Source: an optimization exercise on an open RTL-to-GDS flow (aim: small area, a short achievable clock period and few clock cycles per item). Production flows keep margins and buffers that such runs may drop.
The RTL was checked by simulation tests, not by an equivalence proof against the original design.

==> flow/design.v <==
module gcd(
      input [31:0]      a_in,
      input [31:0]      b_in,
      input             start,
      input             reset_n,
      input             clk,
      output [31:0]     result,
      output            done
      );
      reg [31:0] na, nb;     
      wire [31:0] a = ~na;
      wire [31:0] b = ~nb;
      reg        busy;       
      wire [31:0] x  = a ^ b;
      wire [31:0] n  = a & b;
      wire [31:0] t  = ~x;             
      wire [31:0] gg = a & x;          
      reg  [31:0] G, P;                
      integer lv, i;
      always @* begin
            G = gg;
            P = t;
            for (lv = 0; lv < 5; lv = lv + 1)
                  for (i = 0; i < 32; i = i + 1)
                        if (i[lv]) begin
                              G[i] = G[i] | (P[i] & G[((i >> lv) << lv) - 1]);
                              P[i] = P[i] & P[((i >> lv) << lv) - 1];
                        end
      end
      wire [32:0] c0 = {G, 1'b0};         
      wire [32:0] c1 = {G | P, 1'b1};     
      wire [31:0] dab = t ^ c1[31:0];     
      wire [31:0] dba = ~(t ^ c0[31:0]);  
      wire a_gt = c0[32];                 
      wire b_gt = ~c1[32];                
      wire eq = &t;
      assign done = busy & (eq | ~|a | ~|b);
      assign result = a | b;
      wire [31:0] u = x | n;           
      reg  [31:0] below;                
      always @* begin
            below = {u[30:0], 1'b0};
            for (lv = 0; lv < 5; lv = lv + 1)
                  for (i = 0; i < 32; i = i + 1)
                        if (i[lv])
                              below[i] = below[i] | below[((i >> lv) << lv) - 1];
      end
      wire [31:0] lo = ~below;         
      wire ak = |(a & lo);                           
      wire bk = |(b & lo);                           
      wire x1 = |({1'b0, x[31:1]} & lo);             
      wire x2 = |({2'b0, x[31:2]} & lo);             
      wire sub = ak & bk;
      wire a_step = ~ak | (bk & a_gt);
      wire b_step = ~bk | (ak & b_gt);
      wire [1:0] sh = x1 ? 2'd0 : x2 ? 2'd1 : 2'd2;   
      reg [31:0] a_nx, b_nx;
      always @* begin
            if (!sub)
                  a_nx = {1'b0, a[31:1]};
            else case (sh)
                  2'd0: a_nx = {1'b0, dab[31:1]};
                  2'd1: a_nx = {2'b0, dab[31:2]};
                  default: a_nx = {3'b0, dab[31:3]};
            endcase
            if (!sub)
                  b_nx = {1'b0, b[31:1]};
            else case (sh)
                  2'd0: b_nx = {1'b0, dba[31:1]};
                  2'd1: b_nx = {2'b0, dba[31:2]};
                  default: b_nx = {3'b0, dba[31:3]};
            endcase
      end
      always @(posedge clk, negedge reset_n) begin
            if (!reset_n)
                  busy <= 1'b0;
            else if (start)
                  busy <= 1'b1;
      end
      always @(posedge clk) begin
            if (start) begin
                  na <= ~a_in;
                  nb <= ~b_in;
            end
            else begin
                  if (a_step) na <= ~a_nx;
                  if (b_step) nb <= ~b_nx;
            end
      end
endmodule
==> flow/config.mk <==
export PLATFORM = sky130hd
export DESIGN_NAME = gcd
export DESIGN_NICKNAME = gcd
export VERILOG_FILES = /design/flow/design.v
export SDC_FILE = /design/flow/constraint.sdc
export NUM_CORES = 4
export LEC_CHECK = 0
export CAP_MARGIN = 20
export CORE_MARGIN = 2
export CORE_UTILIZATION = 65
export CTS_BUF_LIST = sky130_fd_sc_hd__clkbuf_8
export PLACE_DENSITY = 0.75
export SETUP_SLACK_MARGIN = 0.05
export SLEW_MARGIN = 20
==> flow/constraint.sdc <==
create_clock -name core_clock -period 4.0 [get_ports {clk}]
set_input_delay 0.8000 -clock core_clock [delete_from_list [all_inputs] [get_ports {clk}]]
set_output_delay 0.8000 -clock core_clock [all_outputs]
set_load 0.01 [all_outputs]
standard.sh (not shown) runs the stock make flow with config.mk's settings and CLKGATE_MAP_FILE= SYNTH_SCRIPT=/design/flow/synth_recipe.tcl, a recipe that flattens the netlist after the stock synthesis.
==> flow/flow/run.sh <==
#!/bin/bash
set -e
cp standard.sh standard_sh.log
rm -rf scripts
cp -r "$FLOW_HOME/scripts" scripts
cp flow/abc_speed.script scripts/abc_speed.script
export BUFFER_PORTS_ARGS="-buffer_cell sky130_fd_sc_hd__buf_1"
bash standard.sh SCRIPTS_DIR="$PWD/scripts" finish > standard.log 2>&1
==> flow/flow/abc_speed.script <==
&get -n
&st
&dch
&nf -R 1000
&put
buffer -c
topo
stime -c
upsize -c
dnsize -c
Testbench counts at the start, summed over its fixed seeds: cycles 13,892, items 1,600.
Next try:
==> flow/flow/abc_speed.script (replaced) <==
&get -n
&st
&dch
&nf -R 1000
&st
&dch
&nf -R 1000
&put
buffer -c
topo
stime -c
upsize -c
dnsize -c
- SETUP_SLACK_MARGIN: 0.05 -> 0.1
Now the flow produced a layout that fails on setup timing.
Area after synthesis decreases by 2.1%.
Via count increases by 5.5%.
Worst hold slack hardly moves.
Die area decreases by 2.0%.
Next try:
==> flow/flow/run.sh (replaced) <==
#!/bin/bash
cp standard.sh standard_sh.log
export BUFFER_PORTS_ARGS="-buffer_cell sky130_fd_sc_hd__buf_1"
bash standard.sh > standard.log 2>&1
- SETUP_SLACK_MARGIN: 0.1 -> unset
removed: flow/flow/abc_speed.script
Now the flow completed with no timing, DRC or antenna violations; first-iteration DRC count is lower by 10%; area after synthesis went up by 16%; maximum frequency rose by 5.8%; final area grows by 9.7%; count of clock-buffer cells in the layout goes up by 2; final cell count increases by about 16%; wire length is higher by 15%.
Next try:
==> flow/flow/run.sh (replaced) <==
#!/bin/bash
set -e
cp standard.sh standard_sh.log
rm -rf scripts
cp -r "$FLOW_HOME/scripts" scripts
cp flow/abc_speed.script scripts/abc_speed.script
export BUFFER_PORTS_ARGS="-buffer_cell sky130_fd_sc_hd__buf_1"
bash standard.sh SCRIPTS_DIR="$PWD/scripts" finish > standard.log 2>&1
==> flow/flow/abc_speed.script (new file) <==
&get -n
&st
&dch
&nf -R 1000
&put
buffer -c
topo
stime -c
upsize -c
dnsize -c
- SETUP_SLACK_MARGIN: unset -> 0.1
After rerunning: Worst hold slack improved by 0.021 ns. Final cell count drops by 15%. Critical path depth rose by 9. Utilization goes up by 0.49 points.

==> afterwards: timing with drivers on the ports <==
Ports are ideal in the flow. The routed layouts listed here were re-timed in OpenROAD. Step 1 sets driving cells, clkbuf_16 on the clock port and buf_2 on the other inputs (assumed; they add their load-dependent delay and slew). Step 2 adds t to the input delays and takes it off the output delays; t is the mean of the earliest and latest rising clock arrival at the registers after step 1. Input paths then give back, and output paths get back, about the clock's delay inside the block. Slacks: ideal ports / drivers / drivers and shift; pairs: ideal ports / drivers.
run | t, ns | setup WS [ns] | hold slack, ns | worst slew at a driven data input, ns
the first run | 0.412 | 0.085 / 0.046 / 0.123 | 0.174 / 0.158 / 0.490 | 0.05
the second run | 0.405 | -0.091 / -0.131 / 0.149 | 0.176 / 0.160 / 0.499 | 0.04
the third run | 0.429 | 0.134 / 0.096 / 0.148 | 0.160 / 0.148 / 0.478 | 0.04
the fourth run | 0.409 | 0.151 / 0.119 / 0.151 | 0.180 / 0.165 / 0.478 | 0.05
